What follows belongs to an exercise in optimizing a design on an open flow for small area; a production flow would make more cautious choices. Where RTL was checked, it was by simulation tests only, not by an equivalence proof against the original. The RTL of run 1 was laid out without a check of its function. Power is estimated from default activity; no workload was simulated.

===== flow/config.mk =====
export PLATFORM = sky130hd
export DESIGN_NAME = opl2
export DESIGN_NICKNAME = opl2
export VERILOG_FILES = /design/flow/design.v
export SDC_FILE = /design/flow/constraint.sdc
export NUM_CORES = 8
export LEC_CHECK = 0
export ABC_AREA = 1
export CAP_MARGIN = 20
export CORE_MARGIN = 2
export CORE_UTILIZATION = 40
export SLEW_MARGIN = 20

===== flow/constraint.sdc =====
create_clock -name core_clock -period 15.0 [get_ports {clk}]
set_input_delay 3.0000 -clock core_clock [delete_from_list [all_inputs] [get_ports {clk}]]
set_output_delay 3.0000 -clock core_clock [all_outputs]
set_load 0.01 [all_outputs]

===== flow/design.v =====
`timescale 1ns / 1ps
module opl3_log_sine_lut (
    input wire [7:0] theta,
    output reg [11:0] out
);
    always @*
        case (theta)
            8'h0: out = 2137;
            8'h1: out = 1731;
            8'h2: out = 1543;
            8'h3: out = 1419;
            8'h4: out = 1326;
            8'h5: out = 1252;
            8'h6: out = 1190;
            8'h7: out = 1137;
            8'h8: out = 1091;
            8'h9: out = 1050;
            8'ha: out = 1013;
            8'hb: out = 979;
            8'hc: out = 949;
            8'hd: out = 920;
            8'he: out = 894;
            8'hf: out = 869;
            8'h10: out = 846;
            8'h11: out = 825;
            8'h12: out = 804;
            8'h13: out = 785;
            8'h14: out = 767;
            8'h15: out = 749;
            8'h16: out = 732;
            8'h17: out = 717;
            8'h18: out = 701;
            8'h19: out = 687;
            8'h1a: out = 672;
            8'h1b: out = 659;
            8'h1c: out = 646;
            8'h1d: out = 633;
            8'h1e: out = 621;
            8'h1f: out = 609;
            8'h20: out = 598;
            8'h21: out = 587;
            8'h22: out = 576;
            8'h23: out = 566;
            8'h24: out = 556;
            8'h25: out = 546;
            8'h26: out = 536;
            8'h27: out = 527;
            8'h28: out = 518;
            8'h29: out = 509;
            8'h2a: out = 501;
            8'h2b: out = 492;
            8'h2c: out = 484;
            8'h2d: out = 476;
            8'h2e: out = 468;
            8'h2f: out = 461;
            8'h30: out = 453;
            8'h31: out = 446;
            8'h32: out = 439;
            8'h33: out = 432;
            8'h34: out = 425;
            8'h35: out = 418;
            8'h36: out = 411;
            8'h37: out = 405;
            8'h38: out = 399;
            8'h39: out = 392;
            8'h3a: out = 386;
            8'h3b: out = 380;
            8'h3c: out = 375;
            8'h3d: out = 369;
            8'h3e: out = 363;
            8'h3f: out = 358;
            8'h40: out = 352;
            8'h41: out = 347;
            8'h42: out = 341;
            8'h43: out = 336;
            8'h44: out = 331;
            8'h45: out = 326;
            8'h46: out = 321;
            8'h47: out = 316;
            8'h48: out = 311;
            8'h49: out = 307;
            8'h4a: out = 302;
            8'h4b: out = 297;
            8'h4c: out = 293;
            8'h4d: out = 289;
            8'h4e: out = 284;
            8'h4f: out = 280;
            8'h50: out = 276;
            8'h51: out = 271;
            8'h52: out = 267;
            8'h53: out = 263;
            8'h54: out = 259;
            8'h55: out = 255;
            8'h56: out = 251;
            8'h57: out = 248;
            8'h58: out = 244;
            8'h59: out = 240;
            8'h5a: out = 236;
            8'h5b: out = 233;
            8'h5c: out = 229;
            8'h5d: out = 226;
            8'h5e: out = 222;
            8'h5f: out = 219;
            8'h60: out = 215;
            8'h61: out = 212;
            8'h62: out = 209;
            8'h63: out = 205;
            8'h64: out = 202;
            8'h65: out = 199;
            8'h66: out = 196;
            8'h67: out = 193;
            8'h68: out = 190;
            8'h69: out = 187;
            8'h6a: out = 184;
            8'h6b: out = 181;
            8'h6c: out = 178;
            8'h6d: out = 175;
            8'h6e: out = 172;
            8'h6f: out = 169;
            8'h70: out = 167;
            8'h71: out = 164;
            8'h72: out = 161;
            8'h73: out = 159;
            8'h74: out = 156;
            8'h75: out = 153;
            8'h76: out = 151;
            8'h77: out = 148;
            8'h78: out = 146;
            8'h79: out = 143;
            8'h7a: out = 141;
            8'h7b: out = 138;
            8'h7c: out = 136;
            8'h7d: out = 134;
            8'h7e: out = 131;
            8'h7f: out = 129;
            8'h80: out = 127;
            8'h81: out = 125;
            8'h82: out = 122;
            8'h83: out = 120;
            8'h84: out = 118;
            8'h85: out = 116;
            8'h86: out = 114;
            8'h87: out = 112;
            8'h88: out = 110;
            8'h89: out = 108;
            8'h8a: out = 106;
            8'h8b: out = 104;
            8'h8c: out = 102;
            8'h8d: out = 100;
            8'h8e: out = 98;
            8'h8f: out = 96;
            8'h90: out = 94;
            8'h91: out = 92;
            8'h92: out = 91;
            8'h93: out = 89;
            8'h94: out = 87;
            8'h95: out = 85;
            8'h96: out = 83;
            8'h97: out = 82;
            8'h98: out = 80;
            8'h99: out = 78;
            8'h9a: out = 77;
            8'h9b: out = 75;
            8'h9c: out = 74;
            8'h9d: out = 72;
            8'h9e: out = 70;
            8'h9f: out = 69;
            8'ha0: out = 67;
            8'ha1: out = 66;
            8'ha2: out = 64;
            8'ha3: out = 63;
            8'ha4: out = 62;
            8'ha5: out = 60;
            8'ha6: out = 59;
            8'ha7: out = 57;
            8'ha8: out = 56;
            8'ha9: out = 55;
            8'haa: out = 53;
            8'hab: out = 52;
            8'hac: out = 51;
            8'had: out = 49;
            8'hae: out = 48;
            8'haf: out = 47;
            8'hb0: out = 46;
            8'hb1: out = 45;
            8'hb2: out = 43;
            8'hb3: out = 42;
            8'hb4: out = 41;
            8'hb5: out = 40;
            8'hb6: out = 39;
            8'hb7: out = 38;
            8'hb8: out = 37;
            8'hb9: out = 36;
            8'hba: out = 35;
            8'hbb: out = 34;
            8'hbc: out = 33;
            8'hbd: out = 32;
            8'hbe: out = 31;
            8'hbf: out = 30;
            8'hc0: out = 29;
            8'hc1: out = 28;
            8'hc2: out = 27;
            8'hc3: out = 26;
            8'hc4: out = 25;
            8'hc5: out = 24;
            8'hc6: out = 23;
            8'hc7: out = 23;
            8'hc8: out = 22;
            8'hc9: out = 21;
            8'hca: out = 20;
            8'hcb: out = 20;
            8'hcc: out = 19;
            8'hcd: out = 18;
            8'hce: out = 17;
            8'hcf: out = 17;
            8'hd0: out = 16;
            8'hd1: out = 15;
            8'hd2: out = 15;
            8'hd3: out = 14;
            8'hd4: out = 13;
            8'hd5: out = 13;
            8'hd6: out = 12;
            8'hd7: out = 12;
            8'hd8: out = 11;
            8'hd9: out = 10;
            8'hda: out = 10;
            8'hdb: out = 9;
            8'hdc: out = 9;
            8'hdd: out = 8;
            8'hde: out = 8;
            8'hdf: out = 7;
            8'he0: out = 7;
            8'he1: out = 7;
            8'he2: out = 6;
            8'he3: out = 6;
            8'he4: out = 5;
            8'he5: out = 5;
            8'he6: out = 5;
            8'he7: out = 4;
            8'he8: out = 4;
            8'he9: out = 4;
            8'hea: out = 3;
            8'heb: out = 3;
            8'hec: out = 3;
            8'hed: out = 2;
            8'hee: out = 2;
            8'hef: out = 2;
            8'hf0: out = 2;
            8'hf1: out = 1;
            8'hf2: out = 1;
            8'hf3: out = 1;
            8'hf4: out = 1;
            8'hf5: out = 1;
            8'hf6: out = 1;
            8'hf7: out = 1;
            8'hf8: out = 0;
            8'hf9: out = 0;
            8'hfa: out = 0;
            8'hfb: out = 0;
            8'hfc: out = 0;
            8'hfd: out = 0;
            8'hfe: out = 0;
            8'hff: out = 0;
            default: out = 0;
        endcase
endmodule
`timescale 1ns / 1ps
module opl3_exp_lut (
    input wire [7:0] in,
    output reg [9:0] out
);
    always @*
        case (in)
            8'h0: out = 0;
            8'h1: out = 3;
            8'h2: out = 6;
            8'h3: out = 8;
            8'h4: out = 11;
            8'h5: out = 14;
            8'h6: out = 17;
            8'h7: out = 20;
            8'h8: out = 22;
            8'h9: out = 25;
            8'ha: out = 28;
            8'hb: out = 31;
            8'hc: out = 34;
            8'hd: out = 37;
            8'he: out = 40;
            8'hf: out = 42;
            8'h10: out = 45;
            8'h11: out = 48;
            8'h12: out = 51;
            8'h13: out = 54;
            8'h14: out = 57;
            8'h15: out = 60;
            8'h16: out = 63;
            8'h17: out = 66;
            8'h18: out = 69;
            8'h19: out = 72;
            8'h1a: out = 75;
            8'h1b: out = 78;
            8'h1c: out = 81;
            8'h1d: out = 84;
            8'h1e: out = 87;
            8'h1f: out = 90;
            8'h20: out = 93;
            8'h21: out = 96;
            8'h22: out = 99;
            8'h23: out = 102;
            8'h24: out = 105;
            8'h25: out = 108;
            8'h26: out = 111;
            8'h27: out = 114;
            8'h28: out = 117;
            8'h29: out = 120;
            8'h2a: out = 123;
            8'h2b: out = 126;
            8'h2c: out = 130;
            8'h2d: out = 133;
            8'h2e: out = 136;
            8'h2f: out = 139;
            8'h30: out = 142;
            8'h31: out = 145;
            8'h32: out = 148;
            8'h33: out = 152;
            8'h34: out = 155;
            8'h35: out = 158;
            8'h36: out = 161;
            8'h37: out = 164;
            8'h38: out = 168;
            8'h39: out = 171;
            8'h3a: out = 174;
            8'h3b: out = 177;
            8'h3c: out = 181;
            8'h3d: out = 184;
            8'h3e: out = 187;
            8'h3f: out = 190;
            8'h40: out = 194;
            8'h41: out = 197;
            8'h42: out = 200;
            8'h43: out = 204;
            8'h44: out = 207;
            8'h45: out = 210;
            8'h46: out = 214;
            8'h47: out = 217;
            8'h48: out = 220;
            8'h49: out = 224;
            8'h4a: out = 227;
            8'h4b: out = 231;
            8'h4c: out = 234;
            8'h4d: out = 237;
            8'h4e: out = 241;
            8'h4f: out = 244;
            8'h50: out = 248;
            8'h51: out = 251;
            8'h52: out = 255;
            8'h53: out = 258;
            8'h54: out = 262;
            8'h55: out = 265;
            8'h56: out = 268;
            8'h57: out = 272;
            8'h58: out = 276;
            8'h59: out = 279;
            8'h5a: out = 283;
            8'h5b: out = 286;
            8'h5c: out = 290;
            8'h5d: out = 293;
            8'h5e: out = 297;
            8'h5f: out = 300;
            8'h60: out = 304;
            8'h61: out = 308;
            8'h62: out = 311;
            8'h63: out = 315;
            8'h64: out = 318;
            8'h65: out = 322;
            8'h66: out = 326;
            8'h67: out = 329;
            8'h68: out = 333;
            8'h69: out = 337;
            8'h6a: out = 340;
            8'h6b: out = 344;
            8'h6c: out = 348;
            8'h6d: out = 352;
            8'h6e: out = 355;
            8'h6f: out = 359;
            8'h70: out = 363;
            8'h71: out = 367;
            8'h72: out = 370;
            8'h73: out = 374;
            8'h74: out = 378;
            8'h75: out = 382;
            8'h76: out = 385;
            8'h77: out = 389;
            8'h78: out = 393;
            8'h79: out = 397;
            8'h7a: out = 401;
            8'h7b: out = 405;
            8'h7c: out = 409;
            8'h7d: out = 412;
            8'h7e: out = 416;
            8'h7f: out = 420;
            8'h80: out = 424;
            8'h81: out = 428;
            8'h82: out = 432;
            8'h83: out = 436;
            8'h84: out = 440;
            8'h85: out = 444;
            8'h86: out = 448;
            8'h87: out = 452;
            8'h88: out = 456;
            8'h89: out = 460;
            8'h8a: out = 464;
            8'h8b: out = 468;
            8'h8c: out = 472;
            8'h8d: out = 476;
            8'h8e: out = 480;
            8'h8f: out = 484;
            8'h90: out = 488;
            8'h91: out = 492;
            8'h92: out = 496;
            8'h93: out = 501;
            8'h94: out = 505;
            8'h95: out = 509;
            8'h96: out = 513;
            8'h97: out = 517;
            8'h98: out = 521;
            8'h99: out = 526;
            8'h9a: out = 530;
            8'h9b: out = 534;
            8'h9c: out = 538;
            8'h9d: out = 542;
            8'h9e: out = 547;
            8'h9f: out = 551;
            8'ha0: out = 555;
            8'ha1: out = 560;
            8'ha2: out = 564;
            8'ha3: out = 568;
            8'ha4: out = 572;
            8'ha5: out = 577;
            8'ha6: out = 581;
            8'ha7: out = 585;
            8'ha8: out = 590;
            8'ha9: out = 594;
            8'haa: out = 599;
            8'hab: out = 603;
            8'hac: out = 607;
            8'had: out = 612;
            8'hae: out = 616;
            8'haf: out = 621;
            8'hb0: out = 625;
            8'hb1: out = 630;
            8'hb2: out = 634;
            8'hb3: out = 639;
            8'hb4: out = 643;
            8'hb5: out = 648;
            8'hb6: out = 652;
            8'hb7: out = 657;
            8'hb8: out = 661;
            8'hb9: out = 666;
            8'hba: out = 670;
            8'hbb: out = 675;
            8'hbc: out = 680;
            8'hbd: out = 684;
            8'hbe: out = 689;
            8'hbf: out = 693;
            8'hc0: out = 698;
            8'hc1: out = 703;
            8'hc2: out = 708;
            8'hc3: out = 712;
            8'hc4: out = 717;
            8'hc5: out = 722;
            8'hc6: out = 726;
            8'hc7: out = 731;
            8'hc8: out = 736;
            8'hc9: out = 741;
            8'hca: out = 745;
            8'hcb: out = 750;
            8'hcc: out = 755;
            8'hcd: out = 760;
            8'hce: out = 765;
            8'hcf: out = 770;
            8'hd0: out = 774;
            8'hd1: out = 779;
            8'hd2: out = 784;
            8'hd3: out = 789;
            8'hd4: out = 794;
            8'hd5: out = 799;
            8'hd6: out = 804;
            8'hd7: out = 809;
            8'hd8: out = 814;
            8'hd9: out = 819;
            8'hda: out = 824;
            8'hdb: out = 829;
            8'hdc: out = 834;
            8'hdd: out = 839;
            8'hde: out = 844;
            8'hdf: out = 849;
            8'he0: out = 854;
            8'he1: out = 859;
            8'he2: out = 864;
            8'he3: out = 869;
            8'he4: out = 874;
            8'he5: out = 880;
            8'he6: out = 885;
            8'he7: out = 890;
            8'he8: out = 895;
            8'he9: out = 900;
            8'hea: out = 906;
            8'heb: out = 911;
            8'hec: out = 916;
            8'hed: out = 921;
            8'hee: out = 927;
            8'hef: out = 932;
            8'hf0: out = 937;
            8'hf1: out = 942;
            8'hf2: out = 948;
            8'hf3: out = 953;
            8'hf4: out = 959;
            8'hf5: out = 964;
            8'hf6: out = 969;
            8'hf7: out = 975;
            8'hf8: out = 980;
            8'hf9: out = 986;
            8'hfa: out = 991;
            8'hfb: out = 996;
            8'hfc: out = 1002;
            8'hfd: out = 1007;
            8'hfe: out = 1013;
            8'hff: out = 1018;
            default: out = 0;
        endcase
endmodule
`timescale 1ns / 1ps
module opl2(
  clk,
  reset,
  opl2_we,
  opl2_data,
  opl2_adr,
  kon,
  channel_a,
  channel_b,
  sample_clk,
  sample_clk_128
  );
  input         clk;
  input         reset;
  input         opl2_we;
  input [7:0]   opl2_data;
  input [7:0]   opl2_adr;
  output [8:0]  kon;
  output signed [15:0] channel_a;
  output signed [15:0] channel_b;
  output sample_clk;
  output sample_clk_128;
  localparam [1:0]
    RELEASE = 2'b00,
    ATTACK  = 2'b01,
    DECAY   = 2'b10,
    SUSTAIN = 2'b11;
  localparam RAND_POLYNOMIAL = 'h800302;
  localparam TREMOLO_MAX_COUNT = 13*1024;
  reg [8:0] kon;
  reg signed [15:0] channel_a;
  reg signed [15:0] channel_b;
  reg sample_clk;
  reg sample_clk_128;
  genvar i;
  reg [9:0] cntr;
  reg sample_clk_en;
  always @(posedge clk)
    if (reset) begin
      cntr <= 10'd0;
      sample_clk_en <= 1'b0;
      sample_clk <= 1'b0;
    end else begin
      cntr <= cntr == 10'd813 ? 10'd0 : cntr + 1'b1;
      sample_clk_en <= cntr == 10'd0;
      sample_clk <= ~cntr[9];
      sample_clk_128 <= ~cntr[0];
    end
  reg [7:0] m20 [0:17];
  reg [7:0] m40 [0:17];
  reg [7:0] m60 [0:17];
  reg [7:0] m80 [0:17];
  reg [1:0] me0 [0:17];
  reg [7:0] ma0 [0:8];
  reg [5:0] mb0 [0:8];
  reg [5:0] mc0 [0:8];
  reg [7:0] mbd;
  reg       m08;
  wire [7:0] wdata = reset ? 8'd0 : opl2_data;
  generate
    for (i = 0; i < 18; i = i + 1) begin: mop
      localparam [7:0] OFF = (i < 6) ? i : (i < 12) ? i + 2 : i + 4;
      always @(posedge clk) begin
        if (reset || (opl2_we && opl2_adr == 8'h20 + OFF)) m20[i] <= wdata;
        if (reset || (opl2_we && opl2_adr == 8'h40 + OFF)) m40[i] <= wdata;
        if (reset || (opl2_we && opl2_adr == 8'h60 + OFF)) m60[i] <= wdata;
        if (reset || (opl2_we && opl2_adr == 8'h80 + OFF)) m80[i] <= wdata;
        if (reset || (opl2_we && opl2_adr == 8'he0 + OFF)) me0[i] <= wdata[1:0];
      end
    end
    for (i = 0; i < 9; i = i + 1) begin: mch
      always @(posedge clk) begin
        if (reset || (opl2_we && opl2_adr == 8'ha0 + i)) ma0[i] <= wdata;
        if (reset || (opl2_we && opl2_adr == 8'hb0 + i)) mb0[i] <= wdata[5:0];
        if (reset || (opl2_we && opl2_adr == 8'hc0 + i)) mc0[i] <= wdata[5:0];
      end
    end
  endgenerate
  always @(posedge clk) begin
    if (reset || (opl2_we && opl2_adr == 8'hbd)) mbd <= wdata;
    if (reset || (opl2_we && opl2_adr == 8'h08)) m08 <= wdata[6];
  end
  reg [7:0] s20 [0:17];
  reg [7:0] s40 [0:17];
  reg [7:0] s60 [0:17];
  reg [7:0] s80 [0:17];
  reg [1:0] se0 [0:17];
  reg [9:0] sfnum [0:8];
  reg [2:0] sblock [0:8];
  reg [8:0] scha;
  reg [8:0] schb;
  reg [2:0] sfb [0:8];
  reg [8:0] scnt;
  reg [7:0] sbd;
  reg       nts;
  reg [2:0] ch0_old;    
  generate
    for (i = 0; i < 18; i = i + 1) begin: sop
      always @(posedge clk)
        if (sample_clk_en) begin
          s20[i] <= m20[i];
          s40[i] <= m40[i];
          s60[i] <= m60[i];
          s80[i] <= m80[i];
          se0[i] <= me0[i];
        end
    end
    for (i = 0; i < 9; i = i + 1) begin: sch
      always @(posedge clk)
        if (sample_clk_en) begin
          sfnum[i] <= {mb0[i][1:0], ma0[i]};
          sblock[i] <= mb0[i][4:2];
          schb[i] <= mc0[i][5];
          scha[i] <= mc0[i][4];
          sfb[i] <= mc0[i][3:1];
          scnt[i] <= mc0[i][0];
        end
      always @(posedge clk)
        if (reset)
          kon[i] <= 1'b0;
        else if (sample_clk_en)
          kon[i] <= mb0[i][5];
    end
  endgenerate
  always @(posedge clk)
    if (sample_clk_en) begin
      sbd <= mbd;
      nts <= m08;
      ch0_old <= {scha[0], schb[0], scnt[0]};
    end
  wire dam = sbd[7];
  wire dvb = sbd[6];
  wire ryt = sbd[5];
  wire bd  = sbd[4];
  wire sd  = sbd[3];
  wire tom = sbd[2];
  wire tc  = sbd[1];
  wire hh  = sbd[0];
  reg [4:0] rpos;        
  reg req;               
  reg act;               
  reg vB;
  reg vC;
  reg fresh;             
  wire start = (sample_clk_en | req) & (rpos == 5'd17);
  wire fin = act & (rpos == 5'd17);
  always @(posedge clk)
    if (reset) begin
      rpos <= 5'd0;
      req <= 1'b0;
      act <= 1'b0;
      vB <= 1'b0;
      vC <= 1'b0;
      fresh <= 1'b1;
    end else begin
      rpos <= (rpos == 5'd17) ? 5'd0 : rpos + 1'b1;
      req <= start ? 1'b0 : (req | sample_clk_en);
      if (start)
        act <= 1'b1;
      else if (fin)
        act <= 1'b0;
      vB <= act;
      vC <= vB;
      if (fin)
        fresh <= 1'b0;
    end
  reg [13:0] tremolo_index;
  reg [12:0] vibrato_index;    
  reg [23:0] rand_num;
  always @(posedge clk)
    if (reset) begin
      tremolo_index <= 14'd0;
      vibrato_index <= 13'd1;
      rand_num <= 24'd1;
    end else begin
      if (start) begin
        if (tremolo_index == TREMOLO_MAX_COUNT - 1)
          tremolo_index <= 0;
        else
          tremolo_index <= tremolo_index + 1'b1;
        if (rand_num & 1)
          rand_num <= (rand_num ^ RAND_POLYNOMIAL) >> 1;
        else
          rand_num <= rand_num >> 1;
      end
      if (act)
        vibrato_index <= vibrato_index + 1'b1;
    end
  wire [5:0] am_val_tmp0 = tremolo_index >> 8;
  wire [5:0] am_val_tmp1 = (am_val_tmp0 > 26) ? (2*26 + ~am_val_tmp0) : am_val_tmp0;
  wire [4:0] am_val = dam ? am_val_tmp1 : am_val_tmp1 >> 2;
  reg [8:0] k1;          
  reg [8:0] k2;          
  reg [2:0] q0;          
  reg [2:0] q1;
  reg bd0;
  reg hh0, hh1, sd0, sd1, tom0, tom1, tc0, tc1;
  always @(posedge clk)
    if (reset) begin
      k1 <= 9'd0;
      k2 <= 9'd0;
      q0 <= 3'd0;
      q1 <= 3'd0;
      bd0 <= 1'b0;
      hh0 <= 1'b0; hh1 <= 1'b0;
      sd0 <= 1'b0; sd1 <= 1'b0;
      tom0 <= 1'b0; tom1 <= 1'b0;
      tc0 <= 1'b0; tc1 <= 1'b0;
    end else if (fin) begin
      k1 <= kon;
      k2 <= k1;
      if (!ryt) begin
        q0 <= kon[8:6];
        q1 <= q0;
      end else begin
        bd0 <= bd;
        hh0 <= hh; hh1 <= hh0;
        sd0 <= sd; sd1 <= sd0;
        tom0 <= tom; tom1 <= tom0;
        tc0 <= tc; tc1 <= tc0;
      end
    end
  reg [1:0]  r_st  [0:17];
  reg [8:0]  r_env [0:17];
  reg [14:0] r_cnt [0:17];
  reg [19:0] r_pa  [0:17];
  reg [12:0] r_out [0:17];
  reg [12:0] r_fb2 [0:8];
  wire [4:0] op = rpos;
  reg [3:0] ch;
  reg is_mod;
  always @ *
    case (op)
    5'd0:  begin ch = 4'd0; is_mod = 1'b1; end
    5'd1:  begin ch = 4'd1; is_mod = 1'b1; end
    5'd2:  begin ch = 4'd2; is_mod = 1'b1; end
    5'd3:  begin ch = 4'd0; is_mod = 1'b0; end
    5'd4:  begin ch = 4'd1; is_mod = 1'b0; end
    5'd5:  begin ch = 4'd2; is_mod = 1'b0; end
    5'd6:  begin ch = 4'd3; is_mod = 1'b1; end
    5'd7:  begin ch = 4'd4; is_mod = 1'b1; end
    5'd8:  begin ch = 4'd5; is_mod = 1'b1; end
    5'd9:  begin ch = 4'd3; is_mod = 1'b0; end
    5'd10: begin ch = 4'd4; is_mod = 1'b0; end
    5'd11: begin ch = 4'd5; is_mod = 1'b0; end
    5'd12: begin ch = 4'd6; is_mod = 1'b1; end
    5'd13: begin ch = 4'd7; is_mod = 1'b1; end
    5'd14: begin ch = 4'd8; is_mod = 1'b1; end
    5'd15: begin ch = 4'd6; is_mod = 1'b0; end
    5'd16: begin ch = 4'd7; is_mod = 1'b0; end
    default: begin ch = 4'd8; is_mod = 1'b0; end
    endcase
  wire [7:0] p20 = s20[op];
  wire [7:0] p40 = s40[op];
  wire [7:0] p60 = s60[op];
  wire [7:0] p80 = s80[op];
  wire [1:0] ws = se0[op];
  wire am   = p20[7];
  wire vib  = p20[6];
  wire egt  = p20[5];
  wire ksr  = p20[4];
  wire [3:0] mult = p20[3:0];
  wire [1:0] ksl = p40[7:6];
  wire [5:0] tl  = p40[5:0];
  wire [3:0] ar = p60[7:4];
  wire [3:0] dr = p60[3:0];
  wire [3:0] sl = p80[7:4];
  wire [3:0] rr = p80[3:0];
  wire [9:0] fnum = sfnum[ch];
  wire [2:0] block = sblock[ch];
  wire [2:0] fb = sfb[ch];
  wire cnt_c = scnt[ch];
  wire kon_c = kon[ch];
  wire k1_c = k1[ch];
  wire k2_c = k2[ch];
  wire op_bd = ryt && (op == 5'd12 || op == 5'd15);
  wire op_hh = ryt && op == 5'd13;
  wire op_tt = ryt && op == 5'd14;
  wire op_sd = ryt && op == 5'd16;
  wire op_tc = ryt && op == 5'd17;
  wire [1:0]  st0  = fresh ? RELEASE : r_st[0];
  wire [8:0]  env0 = fresh ? 9'd511 : r_env[0];
  wire [14:0] cnt0 = fresh ? 15'd0 : r_cnt[0];
  wire [19:0] pa0  = fresh ? 20'd0 : r_pa[0];
  wire [12:0] out_old = fresh ? 13'd0 : r_out[0];
  wire [12:0] fb2_old = fresh ? 13'd0 : r_fb2[0];
  wire [19:0] pa17 = fresh ? 20'd0 : r_pa[14];   
  wire [19:0] pa13 = r_pa[4];                    
  reg off_old, off_new, rhy_old, rhy_new;
  always @ * begin
    if (ch < 4'd6) begin
      off_old = !k1_c && k2_c;
      off_new = !kon_c && k1_c;
    end else begin
      off_old = !q0[ch - 4'd6] && q1[ch - 4'd6];
      off_new = ryt ? off_old : (!kon_c && q0[ch - 4'd6]);
    end
    rhy_old = 1'b0;
    rhy_new = 1'b0;
    if (ryt)
      case (op)
      5'd12: rhy_new = bd && !bd0;
      5'd15: rhy_old = bd && !bd0;
      5'd13: begin rhy_old = hh0 && !hh1; rhy_new = hh && !hh0; end
      5'd14: begin rhy_old = tom0 && !tom1; rhy_new = tom && !tom0; end
      5'd16: begin rhy_old = sd0 && !sd1; rhy_new = sd && !sd0; end
      5'd17: begin rhy_old = tc0 && !tc1; rhy_new = tc && !tc0; end
      default: ;
      endcase
  end
  wire kon_old = (k1_c && !k2_c) || rhy_old;
  wire kon_new = (kon_c && !k1_c) || rhy_new;
  reg [1:0] next_state;
  always @ *
    case (st0)
    ATTACK: next_state = env0 == 0 ? DECAY : ATTACK;
    DECAY: next_state = (env0 >> 4) >= sl ? SUSTAIN : DECAY;
    SUSTAIN: next_state = !egt ? RELEASE : SUSTAIN;
    default: next_state = RELEASE;
    endcase
  wire [1:0] s1 = kon_old ? ATTACK : off_old ? RELEASE : next_state;
  wire [1:0] s2 = kon_new ? ATTACK : off_new ? RELEASE : s1;
  function [3:0] req_rate;
    input [1:0] s;
    input [3:0] ar, dr, rr;
    case (s)
    ATTACK: req_rate = ar;
    DECAY: req_rate = dr;
    SUSTAIN: req_rate = 0;
    default: req_rate = rr;
    endcase
  endfunction
  wire [7:0] rate_tmp0 = nts ? fnum[8] : fnum[9];
  wire [7:0] rate_tmp1 = rate_tmp0 | (block << 1);
  wire [7:0] rate_tmp2 = ksr ? rate_tmp1 : rate_tmp1 >> 2;
  function [17:0] rate_inc;
    input [3:0] requested_rate;
    input [7:0] rate_tmp2;
    reg [7:0] requested_rate_shifted;
    reg [7:0] effective_rate;
    reg [7:0] rate_value;
    reg [1:0] rof;
    begin
      requested_rate_shifted = requested_rate << 2;
      effective_rate = (rate_tmp2 + requested_rate_shifted > 60) ?
       60 : rate_tmp2 + requested_rate_shifted;
      rate_value = effective_rate >> 2;
      rof = effective_rate[1:0];
      rate_inc = (4 | rof) << rate_value;
    end
  endfunction
  wire [3:0] rate1 = req_rate(s1, ar, dr, rr);
  wire [3:0] rate2 = req_rate(s2, ar, dr, rr);
  wire [17:0] inc1 = rate_inc(rate1, rate_tmp2);
  wire [17:0] inc2 = rate_inc(rate2, rate_tmp2);
  wire [14:0] cnt1 = (rate1 != 0) ? cnt0 + inc1[14:0] : cnt0;
  wire [17:0] overflow_tmp = cnt1 + inc2;
  wire [7:0] rate_counter_overflow = overflow_tmp >> 15;
  reg [8:0] env1;
  always @ *
    if (s2 == ATTACK && rate_counter_overflow != 0 && env0 != 0)
      env1 = env0 - (((env0 * rate_counter_overflow) >> 3) + 1);
    else if (s2 == DECAY || s2 == RELEASE)
      if (env0 + rate_counter_overflow > 511)
        env1 = 511;
      else
        env1 = env0 + rate_counter_overflow;
    else
      env1 = env0;
  reg [3:0] mult_adj;
  always @ *
    case (mult)
    'h0: mult_adj = 1;
    'h1: mult_adj = 1;
    'h2: mult_adj = 2;
    'h3: mult_adj = 3;
    'h4: mult_adj = 4;
    'h5: mult_adj = 5;
    'h6: mult_adj = 6;
    'h7: mult_adj = 7;
    'h8: mult_adj = 8;
    'h9: mult_adj = 9;
    'hA: mult_adj = 10;
    'hB: mult_adj = 10;
    'hC: mult_adj = 12;
    'hD: mult_adj = 12;
    'hE: mult_adj = 15;
    default: mult_adj = 15;
    endcase
  wire [13:0] fnum_mult = fnum * mult_adj;
  wire [19:0] fnum_mult_sh = fnum_mult << block;
  wire signed [19:0] post_mult = (mult == 0) ? fnum_mult_sh >> 1 : fnum_mult_sh;
  wire [9:0] delta0 = fnum >> 7;
  wire [9:0] delta1 = ((vibrato_index >> 10) & 3) == 3 ? delta0 >> 1 : delta0;
  wire [9:0] delta2 = !dvb ? delta1 >> 1 : delta1;
  wire signed [9:0] vib_val = ((vibrato_index >> 10) & 4) != 0 ? ~delta2 : delta2;
  wire signed [19:0] phase_inc = vib ? post_mult + vib_val : post_mult;
  wire [9:0] upper_current_phase = pa0 >> 10;
  reg [9:0] friend_phase;
  always @ *
    if (op_hh)
      friend_phase = pa17 >> 10;
    else if (op_tc)
      friend_phase = pa13 >> 10;
    else
      friend_phase = 0;
  wire [9:0] phase_bit =
   (((upper_current_phase & 'h88) ^ ((upper_current_phase << 5) & 'h80)) |
   ((friend_phase ^ (friend_phase << 2)) & 'h20)) ? 'h02 : 'h00;
  reg [9:0] noise_bit;
  always @ *
    if (op_hh)
      noise_bit = rand_num[0] << 1;
    else if (op_sd)
      noise_bit = rand_num[0] << 8;
    else
      noise_bit = 0;
  reg [19:0] rhythm_phase;
  always @ *
    if (op_hh)
      rhythm_phase = ((phase_bit << 8) | ('h34 << (phase_bit ^ noise_bit))) << 10;
    else if (op_sd)
      rhythm_phase = (('h100 + (upper_current_phase & 'h100)) ^ noise_bit) << 10;
    else if (op_tc)
      rhythm_phase = ((1 + phase_bit) << 8) << 10;
    else
      rhythm_phase = pa0;
  wire use_feedback = is_mod && !((op == 5'd13 || op == 5'd14) && ryt);
  wire signed [12:0] fb1_s = out_old;
  wire signed [12:0] fb2_s = (op == 5'd0) ? out_old : fb2_old;
  reg signed [21:0] feedback_result_p0;
  always @ *
    if (fb == 0)
      feedback_result_p0 = 0;
    else
      feedback_result_p0 = ((fb1_s + fb2_s) <<< fb);
  wire signed [12:0] feedback_result = feedback_result_p0 >>> 9;
  wire carrier_mod_off = cnt_c || (ryt && (op == 5'd16 || op == 5'd17));
  wire [12:0] modulation = use_feedback ? feedback_result :
   (!is_mod && !carrier_mod_off) ? r_out[3] : 13'd0;
  wire rhythmic = op_hh || op_sd || op_tc;
  wire [19:0] pa_sum = pa0 + phase_inc;
  wire [9:0] fp_base = rhythmic ? rhythm_phase[19:10] + phase_inc[19:10] : pa_sum[19:10];
  wire [19:0] pa1 = kon_new ? 20'd0 : pa_sum;
  wire [9:0] final_phase_hi = kon_new ? 10'd0 : fp_base + modulation[9:0];
  reg [6:0] rom_out;
  always @ *
    case (fnum >> 6)
    0: rom_out = 0;
    1: rom_out = 32;
    2: rom_out = 40;
    3: rom_out = 45;
    4: rom_out = 48;
    5: rom_out = 51;
    6: rom_out = 53;
    7: rom_out = 55;
    8: rom_out = 56;
    9: rom_out = 58;
    10: rom_out = 59;
    11: rom_out = 60;
    12: rom_out = 61;
    13: rom_out = 62;
    14: rom_out = 63;
    default: rom_out = 64;
    endcase
  wire signed [7:0] ksl_tmp0 = block - 8;
  wire signed [7:0] ksl_tmp1 = rom_out + (ksl_tmp0 << 3);
  reg [7:0] ksl_add;
  always @ *
    case (ksl)
    0: ksl_add = 0;
    1: ksl_add = ksl_tmp1 <= 0 ? 0 : ksl_tmp1 << 1;
    2: ksl_add = ksl_tmp1 <= 0 ? 0 : ksl_tmp1;
    default: ksl_add = ksl_tmp1 <= 0 ? 0 : ksl_tmp1 << 2;
    endcase
  wire [10:0] env_offs = (tl << 2) + ksl_add + (am ? am_val : 5'd0);
  reg incl;
  always @ *
    if (op == 5'd15)
      incl = ryt ? cnt_c : 1'b1;
    else if (op == 5'd12)
      incl = ryt ? !cnt_c : cnt_c;
    else if (op == 5'd13 || op == 5'd14)
      incl = cnt_c || ryt;
    else if (op == 5'd0)
      incl = ch0_old[0];
    else
      incl = is_mod ? cnt_c : 1'b1;
  wire cha_c = (ch == 4'd0) ? ch0_old[2] : scha[ch];
  wire chb_c = (ch == 4'd0) ? ch0_old[1] : schb[ch];
  wire signed [17:0] out_old_ext = fb1_s;
  reg signed [17:0] acc_a;
  reg signed [17:0] acc_b;
  always @(posedge clk)
    if (start) begin
      acc_a <= 0;
      acc_b <= 0;
    end else if (act) begin
      if (incl && cha_c)
        acc_a <= acc_a + out_old_ext;
      if (incl && chb_c)
        acc_b <= acc_b + out_old_ext;
    end
  always @(posedge clk)
    if (sample_clk_en) begin
      if (acc_a > 2**15 - 1)
        channel_a <= 2**15 - 1;
      else if (acc_a < -2**15)
        channel_a <= -2**15;
      else
        channel_a <= acc_a;
      if (acc_b > 2**15 - 1)
        channel_b <= 2**15 - 1;
      else if (acc_b < -2**15)
        channel_b <= -2**15;
      else
        channel_b <= acc_b;
    end
  reg [9:0] b_phase;       
  reg [9:0] b_offs;
  reg [1:0] b_ws;
  reg b_shl;
  always @(posedge clk) begin
    b_phase <= final_phase_hi;
    b_offs <= env_offs[9:0];
    b_ws <= ws;
    b_shl <= op_hh || op_tt || op_sd || op_tc;
  end
  wire [11:0] log_sin_out;
  opl3_log_sine_lut log_sine_lut_inst (
    .theta(b_phase[8] ? ~b_phase[7:0] : b_phase[7:0]),
    .out(log_sin_out)
  );
  wire signed [10:0] env_tmp = r_env[1] + b_offs;
  reg [8:0] env;
  always @ *
    if (env_tmp < 0)
      env = 0;
    else if (env_tmp > 511)
      env = 511;
    else
      env = env_tmp;
  wire [12:0] log_sin_plus_gain = log_sin_out + (env << 3);
  reg [12:0] c_lsg;
  reg c_sign;
  reg c_half;
  reg [1:0] c_ws;
  reg c_shl;
  always @(posedge clk) begin
    c_lsg <= log_sin_plus_gain;
    c_sign <= b_phase[9];
    c_half <= b_phase[8];
    c_ws <= b_ws;
    c_shl <= b_shl;
  end
  wire [9:0] exp_out;
  opl3_exp_lut exp_lut_inst (
    .in(~c_lsg[7:0]),
    .out(exp_out)
  );
  wire [12:0] tmp_out0 = (2**10 + exp_out) << 1;
  reg signed [12:0] tmp_out1;
  always @ *
    if (c_sign)
      tmp_out1 = ~(tmp_out0 >> c_lsg[12:8]);
    else
      tmp_out1 = tmp_out0 >> c_lsg[12:8];
  wire signed [12:0] tmp_ws2 = tmp_out1 < 0 ? ~tmp_out1 : tmp_out1;
  reg signed [12:0] tmp_out2;
  always @ *
    case (c_ws)
    0: tmp_out2 = tmp_out1;
    1: tmp_out2 = tmp_out1 < 0 ? 0 : tmp_out1;
    2: tmp_out2 = tmp_ws2;
    default: tmp_out2 = c_half ? 0 : tmp_ws2;
    endcase
  wire [12:0] op_out = c_shl ? tmp_out2 << 1 : tmp_out2;
  always @(posedge clk) begin
    r_st[1]  <= act ? s2 : r_st[0];
    r_env[1] <= act ? env1 : r_env[0];
    r_cnt[1] <= act ? cnt1 : r_cnt[0];
    r_pa[1]  <= act ? pa1 : r_pa[0];
    r_out[1] <= r_out[0];
    r_fb2[1] <= (act && is_mod) ? out_old : r_fb2[0];
    r_st[0]  <= r_st[17];
    r_env[0] <= r_env[17];
    r_cnt[0] <= r_cnt[17];
    r_pa[0]  <= r_pa[17];
    r_out[0] <= r_out[17];
    r_fb2[0] <= r_fb2[8];
    r_out[2] <= r_out[1];
    r_out[3] <= vC ? op_out : r_out[2];
  end
  generate
    for (i = 2; i < 18; i = i + 1) begin: ring
      always @(posedge clk) begin
        r_st[i]  <= r_st[i-1];
        r_env[i] <= r_env[i-1];
        r_cnt[i] <= r_cnt[i-1];
        r_pa[i]  <= r_pa[i-1];
      end
      if (i > 3) begin: ro
        always @(posedge clk)
          r_out[i] <= r_out[i-1];
      end
    end
    for (i = 2; i < 9; i = i + 1) begin: fring
      always @(posedge clk)
        r_fb2[i] <= r_fb2[i-1];
    end
  endgenerate
endmodule

===== flow/run.sh =====
#!/bin/bash
# synth_recipe.tcl (not shown) runs the flow's synth.tcl, then flattens the netlist and writes it again
# the make line also repeats each setting of config.mk as NAME=value (left out here)
make -C /OpenROAD-flow-scripts/flow DESIGN_CONFIG=/design/flow/config.mk WORK_HOME=/design/flow/orfs CLKGATE_MAP_FILE= SYNTH_SCRIPT=/design/flow/synth_recipe.tcl finish

==> summary.txt, run 1 <==
Detailed routing
  • DRC viols: 0
  • DR vias: 61580
  • Vias/cell: 5.11
  • First-iteration detailed-routing DRC count: 5840
  • WL final: 251 mm
  • Routed Antenna Nets: 0
  • Pre-antenna DRT Iters: 6
  • Average wire per standard cell: 20.8 um

CTS
  • Later-pin clock latency in the skew report: 0.95 ns
  • Max clock buf depth: 4
  • Clk pin slew, worst setup/hold paths: 0.06 ns
  • H-tree depth: 5
  • CTS tree: done
  • Root buf cell: clkbuf_16
  • Num CTS Buffers: 309
  • Clk sinks: 3004

Critical path
  • Most used cell, CP: nand2_1
  • CP endpoint kind: register
  • Slowest cell on the critical path: fa_1
  • Crit path kind: register to register
  • CP required: 15.85 ns
  • Max incr delay on CP: 0.55 ns
  • Max FO, Critical Path: 16
  • CP Launch Type: register
  • Critical path arrival: 14.76 ns

Global route
  • Met2 Resource Use GR: 29.9%
  • M3 GR Usage: 3.10%
  • GR peak layer: met2
  • Initial antenna violation count: 8
  • Grt total ovfl: 0
  • Number of global-route vias before repair: 60262
  • GRT Util Overall: 18.7%
  • First-pass GRT wire length: 375 mm
  • GR Layer Usage met1: 25.9%
  • Pin count of the biggest net entering global routing: 171

Power and ir drop
  • Pwr dens: 190 mW/mm^2
  • Worst VDD drop: 136 uV
  • Leak: 46.0 nW
  • Total power: 22.7 mW

STA
  • Fin. Hold Viols: 0
  • Max-slew headroom: 26.2%
  • Worst Clk Skew: 0.0881 ns
  • Worst-Margin Slew: 1.10 ns
  • Tmin final: 13.92 ns
  • Finish-stage setup viols: 0
  • Fmax achieved: 0.0719 GHz
  • Crit share post-route: 92.8%
  • Fin. max-slew vios: 0
  • Setup TNS: 0 ns
  • Final Worst Setup Slack: 1.08 ns

Place
  • Dpl ws: 0.728 ns
  • Post-DP HPWL: 168 mm
  • PortBufs: 61
  • Routability Congestion: 0.891
  • Placed Instance Area: 0.110 mm^2

Synth
  • Post-Syn Area: 0.104 mm^2
  • Syn Inst Count: 8105
  • Synthesized flop and latch total: 3004
  • Top post-synthesis cells by area: edfxtp_1 (47%), dfxtp_1 (26%), nand2_1 (4.2%)
  • Post-synth ARST share: 0%
  • Synth area leader: edfxtp_1
  • Ys flop type: edfxtp_1
  • Syn nets: 8442
  • Share of the synthesized area in the top cell type: 47.0%
  • Post-synth EDFFs: 1629
  • Yosys Warn Count: 25
  • Syn Area/Cell: 12.8 um^2
  • Seq/Total Area, Yosys: 73.4%
  • Post-synth cell types: 71

Final layout
  • Fillers: 22847
  • Nets: 8767
  • Area Growth Syn to Fin: 14.8%
  • Post-Layout Inst Area: 0.120 mm^2
  • Core Util, Final: 46.1%
  • Share of layout cells above drive strength 1: 9.19%

Die
  • Effective utilization at floorplan: 40.2%
  • Row cnt: 187
  • Vert. Die Dim: 514 um
  • # IOs: 62
  • Core ar.: 0.259 mm^2
  • Die area: 0.264 mm^2
  • Die width: 514 um

Flow run
  • Max_cap viols: 0

Min path
  • Hold crit path type: register to register

Outcome
  • Status: timing/DRC/antenna clean
[synthesized netlist by cell type (54+ instances only)]
master       n
a21oi_1    379
a221oi_1    98
a22o_1     113
clkbuf_1   182
dfxtp_1   1375
edfxtp_1  1629
ha_1       276
inv_1      607
nand2_1   1164
nand3_1    214
nand4_1     80
nor2_1     594
nor3_1      54
o21ai_0    557
xor2_1     107
[metal layers]
metal / part of all wire [%] / vias to the layer above
li1: - / 29095
met4: 2.9 / 4
met1: 45 / 30024
met2: 46 / 2037
met3: 6.2 / 420
met5: 0.010 / -
[worst max-delay path: cells and delay by family (launching register included)]
kind                       cells  cell delay [ns]
DFF                            1             0.38
xor gates and xnor gates       3             0.52
buffers and inverters         10             0.95
adders and majority gates     10             3.33
and+or+nand+nor               41             4.64
AOI/OAI and AO/OA             23             3.99
[cell families after synthesis]
group	after synthesis	share of synthesized area [%]
mux	1	0.00961
fa+ha+maj	318	4.12
compound gates	1511	8.90
flops	3004	73.4
buf+inv	884	3.23
xor+xnor	160	1.35
simple gates	2227	8.99
[registers in the layout, indices dropped and copies added, names as in the netlist, 162 cells and up]
| register | flops |
|---|---|
| r_cnt | 270 |
| r_env | 162 |
| r_pa | 360 |
| r_out | 234 |
[layout by cell type (no fill, tap or decap), types with 12 or more instances in the layout]
cell type,instances
xor2_1,107
nor2_4,13
a22o_1,113
a31oi_1,38
clkbuf_16,318
buf_4,185
nor2_1,576
nor3_1,53
nor3b_1,13
o221ai_1,28
o21bai_1,31
inv_1,604
inv_6,12
fa_1,42
clkdlybuf4s50_1,60
nand2_1,1164
inv_2,26
nor2_2,24
edfxtp_1,1629
clkbuf_1,57
o22ai_1,35
nand4_1,80
clkbuf_8,16
dfxtp_1,1371
o31ai_1,27
a221oi_1,98
o21ai_1,61
nand3_1,213
xnor2_1,52
clkinv_1,46
clkinv_2,43
or2_2,29
o211ai_1,44
o21ai_0,520
nand2_2,19
clkinvlp_4,12
a211oi_1,31
ha_1,275
a21oi_1,378
bufinv_16,24
[per-stage QoR]
stage / std cells / hold WS (ns)
after global placement: 11515 / 0.310
after detailed placement: 11516 / 0.312
final: 12055 / 0.265
after CTS: 12046 / 0.268
after floorplan: 8105 / 0.310
after global routing: 12053 / 0.268
[power by group]
| group | leakage (nW) | switching (mW) | internal, mW |
|---|---|---|---|
| registers | 26.7 | 0.224 | 9.29 |
| logic | 14.5 | 3.97 | 1.79 |
| clock network | 4.80 | 3.04 | 4.38 |
[area by class of cell]
class                           count  area, um^2  area share (%)
Sequential cell                  3004       76500            64.0
Timing Repair Buffer              250        2070            1.73
Clock buffer                      391        8390            7.02
Clock inverter                    139        1420            1.19
Tap cell                         3402        4260            3.56
Multi-Input combinational cell   4217       24500            20.5
Inverter                          648        2440            2.04
Antenna cell                        4        10.0         0.00837
[path summary, 6_finish.rpt]
check | from | to | slack, ns | cells after the start
worst max-delay path | rpos[0]$_SDFF_PP0_ | r_env[1][8]$_DFF_P_ | 1.08 | 87
worst min-delay path | r_pa[16][9]$_DFF_P_ | r_pa[17][9]$_DFF_P_ | 0.27 | 0
worst max register to register | rpos[0]$_SDFF_PP0_ | r_env[1][8]$_DFF_P_ | 1.08 | 87
worst min register to register | r_pa[16][9]$_DFF_P_ | r_pa[17][9]$_DFF_P_ | 0.27 | 0
[what timing repair did]
item,CTS,global route
hold buffers,0,0
setup buffers,0,2
endpoints found under the setup margin,0,4
gates resized for setup,0,11
hold endpoints to repair,0,0
==> inputs of run 2 (changes only) <==
--- a/flow/design.v
+++ b/flow/design.v
@@ -673,7 +673,6 @@
   reg req;               
   reg act;               
   reg vB;
-  reg vC;
   reg fresh;             
   wire start = (sample_clk_en | req) & (rpos == 5'd17);
   wire fin = act & (rpos == 5'd17);
@@ -683,7 +682,6 @@
       req <= 1'b0;
       act <= 1'b0;
       vB <= 1'b0;
-      vC <= 1'b0;
       fresh <= 1'b1;
     end else begin
       rpos <= (rpos == 5'd17) ? 5'd0 : rpos + 1'b1;
@@ -693,7 +691,6 @@
       else if (fin)
         act <= 1'b0;
       vB <= act;
-      vC <= vB;
       if (fin)
         fresh <= 1'b0;
     end
@@ -1074,46 +1071,35 @@
     else
       env = env_tmp;
   wire [12:0] log_sin_plus_gain = log_sin_out + (env << 3);
-  reg [12:0] c_lsg;
-  reg c_sign;
-  reg c_half;
-  reg [1:0] c_ws;
-  reg c_shl;
-  always @(posedge clk) begin
-    c_lsg <= log_sin_plus_gain;
-    c_sign <= b_phase[9];
-    c_half <= b_phase[8];
-    c_ws <= b_ws;
-    c_shl <= b_shl;
-  end
   wire [9:0] exp_out;
   opl3_exp_lut exp_lut_inst (
-    .in(~c_lsg[7:0]),
+    .in(~log_sin_plus_gain[7:0]),
     .out(exp_out)
   );
   wire [12:0] tmp_out0 = (2**10 + exp_out) << 1;
   reg signed [12:0] tmp_out1;
   always @ *
-    if (c_sign)
-      tmp_out1 = ~(tmp_out0 >> c_lsg[12:8]);
+    if (b_phase[9])
+      tmp_out1 = ~(tmp_out0 >> log_sin_plus_gain[12:8]);
     else
-      tmp_out1 = tmp_out0 >> c_lsg[12:8];
+      tmp_out1 = tmp_out0 >> log_sin_plus_gain[12:8];
   wire signed [12:0] tmp_ws2 = tmp_out1 < 0 ? ~tmp_out1 : tmp_out1;
   reg signed [12:0] tmp_out2;
   always @ *
-    case (c_ws)
+    case (b_ws)
     0: tmp_out2 = tmp_out1;
     1: tmp_out2 = tmp_out1 < 0 ? 0 : tmp_out1;
     2: tmp_out2 = tmp_ws2;
-    default: tmp_out2 = c_half ? 0 : tmp_ws2;
+    default: tmp_out2 = b_phase[8] ? 0 : tmp_ws2;
     endcase
-  wire [12:0] op_out = c_shl ? tmp_out2 << 1 : tmp_out2;
+  wire [12:0] op_out = b_shl ? tmp_out2 << 1 : tmp_out2;
   always @(posedge clk) begin
     r_st[1]  <= act ? s2 : r_st[0];
     r_env[1] <= act ? env1 : r_env[0];
     r_cnt[1] <= act ? cnt1 : r_cnt[0];
     r_pa[1]  <= act ? pa1 : r_pa[0];
     r_out[1] <= r_out[0];
+    r_out[2] <= vB ? op_out : r_out[1];
     r_fb2[1] <= (act && is_mod) ? out_old : r_fb2[0];
     r_st[0]  <= r_st[17];
     r_env[0] <= r_env[17];
@@ -1121,8 +1107,7 @@
     r_pa[0]  <= r_pa[17];
     r_out[0] <= r_out[17];
     r_fb2[0] <= r_fb2[8];
-    r_out[2] <= r_out[1];
-    r_out[3] <= vC ? op_out : r_out[2];
+    r_out[3] <= r_out[2];
   end
   generate
     for (i = 2; i < 18; i = i + 1) begin: ring
==> run 2 against run 1 <==
  * Sequential share of layout area shrank 0.056 points
  * Wire length up 4.8%
  * Synthesized cell count is 0.31% higher
  * Largest power group is now combinational logic
  * Flip-flop and latch count is 19 lower
  * Register-to-register slack better by 0.09 ns
  * Setup slack improved by 0.093 ns
  * Still clean on timing, DRC and antenna
  * Sequential power is 1% lower
  * Core utilization down 0.15 points
  * Power increased by 29%
  * Largest cell class unchanged
  * Via count is 2.1% higher
  * Die area shrank 0.26%
  * Final area is 0.41% lower
==> summary.txt, run 2 <==
Outcome
  • Status: timing/DRC/antenna clean

Detailed routing
  • Routed Antenna Nets: 0
  • Top sig layer: met5
  • DR vias: 62901
  • Routed length on met2: 121 mm
  • Average wire per standard cell: 21.8 um
  • Met3 wire len: 17.4 mm
  • WL final: 263 mm
  • DRT met1 WL: 117 mm
  • Vias/cell: 5.22
  • DRC viols: 0
  • First-iteration detailed-routing DRC count: 6395
  • Pre-antenna DRT Iters: 6

CTS
  • Root buf cell: clkbuf_16
  • Hold-fix buffers, CTS: 0
  • Max clock buf depth: 4
  • Clk pin slew, worst setup/hold paths: 0.06 ns
  • H-tree depth: 5
  • Clk sinks: 2985
  • CTS tree: done
  • Later-pin clock latency in the skew report: 0.98 ns
  • Num CTS Buffers: 310

Global route
  • Pin count of the biggest net entering global routing: 156
  • First-pass GRT wire length: 389 mm
  • Initial antenna violation count: 14
  • Number of global-route vias before repair: 61138
  • Grt total ovfl: 0
  • GRT Util Overall: 19.5%

Critical path
  • Max incr delay on CP: 0.56 ns
  • CP endpoint kind: register
  • Slowest cell on the critical path: fa_1
  • CP Launch Type: register
  • Crit path kind: register to register
  • Critical path arrival: 14.63 ns
  • Crit path launch: rpos[0]$_SDFF_PP0_
  • CP required: 15.81 ns
  • FF-to-FF Start: rpos[0]$_SDFF_PP0_
  • Bufs and invs on worst path: 11
  • Crit path max-delay family: simple AND/OR/NAND/NOR gates
  • Max FO, Critical Path: 13

STA
  • Max-slew headroom: 22.2%
  • Worst-Margin Slew: 1.16 ns
  • Final Worst Setup Slack: 1.18 ns
  • Fmax achieved: 0.0723 GHz
  • Crit share post-route: 92.2%
  • Fin. Hold Viols: 0
  • Fin. max-slew vios: 0
  • Tmin final: 13.82 ns
  • Finish-stage setup viols: 0
  • Worst Clk Skew: 0.0959 ns

Synth
  • Syn Inst Count: 8130
  • Post-synth EDFFs: 1629
  • Ys flop type: edfxtp_1
  • Post-Syn Area: 0.104 mm^2
  • Top post-synthesis cells by area: edfxtp_1 (47%), dfxtp_1 (26%), nand2_1 (4.3%)
  • Syn nets: 8470
  • Syn Area/Cell: 12.8 um^2
  • Cell with the most instances after synthesis: edfxtp_1
  • Post-synth cell types: 69
  • Post-synth ARST share: 0%
  • Synth area leader: edfxtp_1
  • Synthesized flop and latch total: 2985
  • Share of the synthesized area in the top cell type: 47.1%
  • Yosys Warn Count: 25
  • Top cells by count, synth: edfxtp_1 (1629), dfxtp_1 (1356), nand2_1 (1193)
  • Seq/Total Area, Yosys: 73.2%

Power and ir drop
  • Clock share of power: 25.3%
  • Pwr dens: 246 mW/mm^2
  • P_int: 17.4 mW
  • Reg power frac: 32.2%
  • Total power: 29.2 mW
  • Leak: 45.6 nW
  • Worst VDD drop: 512 uV
  • Combinational power share: 42.5%
  • NetSw: 11.8 mW
  • Net Sw Frac: 40.5%

Final layout
  • Max reg flops: 360
  • Nets: 8752
  • Share of layout cells above drive strength 1: 8.80%
  • Fillers: 22714
  • FF/Latch Area: 0.0761 mm^2
  • Post-Layout Inst Area: 0.119 mm^2
  • Post-route insts no fill: 12044
  • Most flops, register: r_pa
  • Biggest regs: r_pa x360, r_cnt x270, r_out x234
  • Most common cell after layout, fill and taps aside: edfxtp_1
  • Most frequent cells in the layout: edfxtp_1 (1629), dfxtp_1 (1353), nand2_1 (1189)
  • Area Growth Syn to Fin: 14.6%
  • Multi-input gate area in the final layout: 0.0248 mm^2

Die
  • Vert. Die Dim: 514 um
  • Effective utilization at floorplan: 40.1%
  • # IOs: 62
  • Die area: 0.264 mm^2
  • Die width: 514 um
  • Row cnt: 187
  • Core ar.: 0.259 mm^2

Place
  • Dpl ws: 0.812 ns
  • Placed Instances: 11501
  • Post-DP HPWL: 173 mm
  • Placed Instance Area: 0.109 mm^2
  • PortBufs: 61
  • Routability Congestion: 0.893

Min path
  • Hold crit path type: register to register
  • Hold wc startpoint: r_fb2[3][5]$_DFF_P_

Flow run
  • Max_cap viols: 0
==> run 2: what timing repair did <==
item,4_1_cts,5_1_grt
hold endpoints to repair,0,0
endpoints found under the setup margin,0,4
resized for setup,0,13
buffers inserted,0,0
==> run 2: cells by family (layout without fill, tap and decap cells) <==
group / count (synthesis) / in the layout / synth area share [%]
fa+ha+maj: 321 / 321 / 4.17
xor+xnor: 168 / 168 / 1.42
simple gates: 2294 / 2294 / 9.25
mux: 10 / 10 / 0.0964
flops: 2985 / 2985 / 73.2
buf+inv: 857 / 1362 / 3.17
other cells: 0 / 7 / 0
compound gates: 1495 / 1495 / 8.66
==> run 2: path summary, 6_finish.rpt <==
| path | to | slack [ns] | cells after the start |
|---|---|---|---|
| setup / recovery | r_env[1][8]$_DFF_P_ | 1.18 | 83 |
| hold reg to reg | r_fb2[4][5]$_DFF_P_ | 0.27 | 0 |
| setup reg to reg | r_env[1][8]$_DFF_P_ | 1.18 | 83 |
| hold / removal | r_fb2[4][5]$_DFF_P_ | 0.27 | 0 |
==> run 2: layout make-up <==
class / count / share of cell area (%)
inverter: 601 / 1.90
timing repair buffer: 226 / 1.56
tap: 3402 / 3.58
sequential: 2985 / 63.9
clock buffer: 399 / 7.07
antenna: 7 / 0.0147
multi-input combinational: 4288 / 20.8
clock inverter: 136 / 1.13
==> run 2: stage by stage <==
stage	utilization, %	TNS [ns]	hold slack [ns]
final	46.0	0	0.272
after global routing	46.0	-0.0327	0.283
after CTS	45.9	0	0.270
after detailed placement	42.2	0	0.312
after global placement	42.1	0	0.310
after floorplan	-	0	0.310
==> run 2: power groups by stage <==
stage          Combinational (mW)  Clock (mW)  Sequential, mW
6_report                     12.4        7.40            9.40
5_1_grt                      13.7        7.87            9.45
4_1_cts                      12.2        7.57            9.40
3_5_place_dp                 12.1           0            9.58
3_3_place_gp                 12.2           0            9.56
2_1_floorplan                8.49           0            9.63
==> run 2: routing by layer <==
layer | vias up | track usage [%]
li1 | 29180 | -
met1 | 30925 | 27.2
met2 | 2332 | 31.2
met3 | 452 | 3.26
met4 | 12 | 6.07
met5 | - | 0
==> inputs of run 3 (changes only) <==
--- a/flow/config.mk
+++ b/flow/config.mk
@@ -9,4 +9,5 @@
 export CAP_MARGIN = 20
 export CORE_MARGIN = 2
 export CORE_UTILIZATION = 40
+export CTS_BUF_LIST = sky130_fd_sc_hd__clkbuf_4 sky130_fd_sc_hd__clkbuf_8
 export SLEW_MARGIN = 20
==> run 3 against run 2 <==
  * Still clean
  * Critical path depth stayed put
  * Area after synthesis did not move
  * Clock power is 6.8% lower
  * Cell count rose by 2.3%
  * Clock-buffer cell count increased by 266
  * Global-route usage is 0.057 points higher
  * Highest routed layer unchanged
==> summary.txt, run 3 <==
Outcome
  • Status: timing/DRC/antenna clean

Synth
  • Synthesized flop and latch total: 2985
  • Post-synth EDFFs: 1629
  • Top cells by count, synth: edfxtp_1 (1629), dfxtp_1 (1356), nand2_1 (1193)
  • Syn Area/Cell: 12.8 um^2
  • Post-synth ARST share: 0%
  • Top post-synthesis cells by area: edfxtp_1 (47%), dfxtp_1 (26%), nand2_1 (4.3%)
  • Post-Syn Area: 0.104 mm^2
  • Post-synth cell types: 69
  • Syn Inst Count: 8130
  • Yosys Warn Count: 25
  • Cell with the most instances after synthesis: edfxtp_1
  • Seq/Total Area, Yosys: 73.2%
  • Synth area leader: edfxtp_1
  • Syn nets: 8470
  • Ys flop type: edfxtp_1
  • Share of the synthesized area in the top cell type: 47.1%

Detailed routing
  • WL final: 264 mm
  • Pre-antenna DRT Iters: 8
  • Routed Antenna Nets: 0
  • First-iteration detailed-routing DRC count: 6095
  • DRC viols: 0
  • Vias/cell: 5.15
  • Average wire per standard cell: 21.4 um
  • DR vias: 63510

Global route
  • Number of global-route vias before repair: 62488
  • GRT Util Overall: 19.6%
  • Pin count of the biggest net entering global routing: 156
  • Initial antenna violation count: 13
  • First-pass GRT wire length: 391 mm
  • Grt total ovfl: 0

Die
  • Die width: 514 um
  • Core ar.: 0.259 mm^2
  • Effective utilization at floorplan: 40.1%
  • Die area: 0.264 mm^2
  • Vert. Die Dim: 514 um
  • # IOs: 62
  • Row cnt: 187

CTS
  • Root buf cell: clkbuf_8
  • Later-pin clock latency in the skew report: 1.12 ns
  • Clk pin slew, worst setup/hold paths: 0.06 ns
  • H-tree depth: 5
  • CTS tree: done
  • Num CTS Buffers: 463
  • Clk sinks: 2985
  • Number of post-CTS setup repair buffers: 0
  • Max clock buf depth: 4

Min path
  • Hold crit path type: register to register
  • Hold wc startpoint: r_cnt[7][8]$_DFF_P_
  • Hold path cells: 0
  • WHS Endpoint: r_cnt[8][8]$_DFF_P_

Final layout
  • Area Growth Syn to Fin: 14.4%
  • Core Util, Final: 45.9%
  • Nets: 8906
  • Most flops, register: r_pa
  • Multi-input gate area in the final layout: 0.0248 mm^2
  • Max reg flops: 360
  • Most frequent cells in the layout: edfxtp_1 (1629), dfxtp_1 (1353), nand2_1 (1189)
  • Most common cell after layout, fill and taps aside: edfxtp_1
  • FF/Latch Area: 0.0761 mm^2
  • Share of layout cells above drive strength 1: 12.1%
  • Biggest regs: r_pa x360, r_cnt x270, r_out x234
  • Post-Layout Inst Area: 0.119 mm^2
  • Fillers: 22877

STA
  • Crit share post-route: 91.4%
  • Final Worst Setup Slack: 1.28 ns
  • RSZ-0062 raised after global routing: no
  • Fmax achieved: 0.0729 GHz
  • Setup TNS: 0 ns
  • Max-slew headroom: 21.4%
  • Finish-stage setup viols: 0
  • WHS: 0.246 ns
  • Fin. Hold Viols: 0
  • Tmin final: 13.72 ns
  • Fin. max-slew vios: 0
  • Worst Clk Skew: 0.0915 ns
  • Worst-Margin Slew: 1.16 ns

Place
  • Routability Congestion: 0.893
  • Post-DP HPWL: 173 mm
  • Placed Instance Area: 0.109 mm^2
  • Dpl ws: 0.812 ns
  • PortBufs: 61

Critical path
  • R2R Path End: r_env[1][8]$_DFF_P_
  • Crit path launch: rpos[0]$_SDFF_PP0_
  • Crit path kind: register to register
  • Reg2reg setup slack: 1.28 ns
  • Critical path arrival: 14.73 ns
  • CP required: 16.02 ns
  • Most used cell, CP: nand2_1
  • CP Launch Type: register
  • FF-to-FF Start: rpos[0]$_SDFF_PP0_
  • Max FO, Critical Path: 13
  • Reg2reg path depth: 83
  • Crit path max-delay family: simple AND/OR/NAND/NOR gates
  • CP endpoint kind: register
  • Slowest cell on the critical path: fa_1
  • Bufs and invs on worst path: 11
  • Max incr delay on CP: 0.56 ns

Power and ir drop
  • NetSw: 11.8 mW
  • P_int: 16.9 mW
  • Combinational power share: 43.3%
  • Reg power frac: 32.7%
  • Clock share of power: 24.0%
  • Leak: 45.9 nW
  • Net Sw Frac: 41.1%
  • Worst VDD drop: 510 uV
  • Pwr dens: 242 mW/mm^2

Flow run
  • Max_cap viols: 0
run 3: cell counts after synthesis:
No cell type changed its count.
run 3: worst max path at each step:
stage	slack, ns	end	cells after the start
after CTS	0.76	r_env[1][8]$_DFF_P_	83
after global placement	0.75	r_env[1][8]$_DFF_P_	84
after detailed placement	0.81	r_env[1][8]$_DFF_P_	82
final	1.28	r_env[1][8]$_DFF_P_	83
after global routing	0.02	r_env[1][8]$_DFF_P_	84
after floorplan	2.79	tremolo_index[13]$_SDFFE_PP0P_	11
run 3: logic make-up after synthesis:
family                   after synthesis  share of synthesized area, %
adder cells (fa/ha/maj)              321                          4.17
buffers and inverters                857                          3.17
XOR/XNOR                             168                          1.42
flip-flops                          2985                          73.2
multiplexers                          10                        0.0964
AND/OR/NAND/NOR                     2294                          9.25
AO/OA/AOI/OAI                       1495                          8.66
run 3: worst reg2reg max path: cells and delay by family (launching register included):
family / cells / cell delay (ns)
AO/OA/AOI/OAI: 22 / 3.84
AND/OR/NAND/NOR: 37 / 4.41
XOR/XNOR: 3 / 0.42
flip-flops: 1 / 0.44
adder cells (fa/ha/maj): 10 / 3.49
buffers and inverters: 11 / 1.10
run 3: through the flow:
step | std cells | power [mW]
2_1_floorplan | 8130 | 18.1
3_3_place_gp | 11499 | 21.7
3_5_place_dp | 11501 | 21.7
4_1_cts | 12317 | 28.7
5_1_grt | 12322 | 30.5
6_report | 12325 | 28.7
run 3: final cells by class:
| type | count | area share, % |
|---|---|---|
| tap | 3402 | 3.58 |
| multi-input combinational | 4288 | 20.9 |
| inverter | 601 | 1.90 |
| clock buffer | 665 | 6.94 |
| sequential | 2985 | 64.0 |
| clock inverter | 151 | 1.06 |
| timing repair buffer | 227 | 1.57 |
| antenna | 6 | 0.0126 |
run 3: layer usage:
layer | GRT usage, % | share of wire, % | up-vias
li1 | - | - | 29571
met1 | 27.0 | 44 | 31038
met2 | 30.9 | 46 | 2377
met3 | 3.68 | 7.0 | 512
met4 | 7.03 | 3.2 | 12
met5 | 0 | 0.11 | -
run 3: power by group through the flow:
stage	Sequential [mW]	Clock, mW	Combinational, mW
2_1_floorplan	9.63	0	8.49
3_3_place_gp	9.56	0	12.2
3_5_place_dp	9.58	0	12.1
4_1_cts	9.41	7.06	12.2
5_1_grt	9.45	7.40	13.7
6_report	9.40	6.90	12.4
run 3: repair_timing:
| item | in CTS | in global routing |
|---|---|---|
| hold buffers | 0 | 0 |
| gates resized for setup | 0 | 15 |
| setup endpoints to repair | 0 | 4 |

[what the ideal ports hide]
The flow's constraints put no driver on any port. The routed layouts listed below were extracted and timed again, unchanged, in two steps.
Step 1 (the two cells are an assumption about what drives the block):
set clk [get_ports {clk}]
set_driving_cell -lib_cell sky130_fd_sc_hd__clkbuf_16 $clk
set_driving_cell -lib_cell sky130_fd_sc_hd__buf_2 [delete_from_list [all_inputs] $clk]
Step 2 moves the port delays by t, midway between the first and last clock arrival at a register: inputs arrive t later, outputs are due t later. That takes back most of the time a late clock gives input paths.
Slacks: ideal ports / drivers / drivers and shift; pairs: ideal ports / drivers.
| run | t (ns) | setup slack, ns | worst setup path at the end | worst register clock-pin slew, ns | worst slew at a driven data input, ns |
|---|---|---|---|---|---|
| run 1 | 0.998 | 1.085 / 1.085 / 1.085 | register to register | 0.07 / 0.07 | 0.07 |
| run 2 | 1.018 | 1.177 / 1.177 / 1.177 | register to register | 0.07 / 0.07 | 0.07 |
| run 3 | 1.159 | 1.284 / 1.284 / 1.284 | register to register | 0.07 / 0.07 | 0.07 |
After both steps every run listed still meets setup and hold.
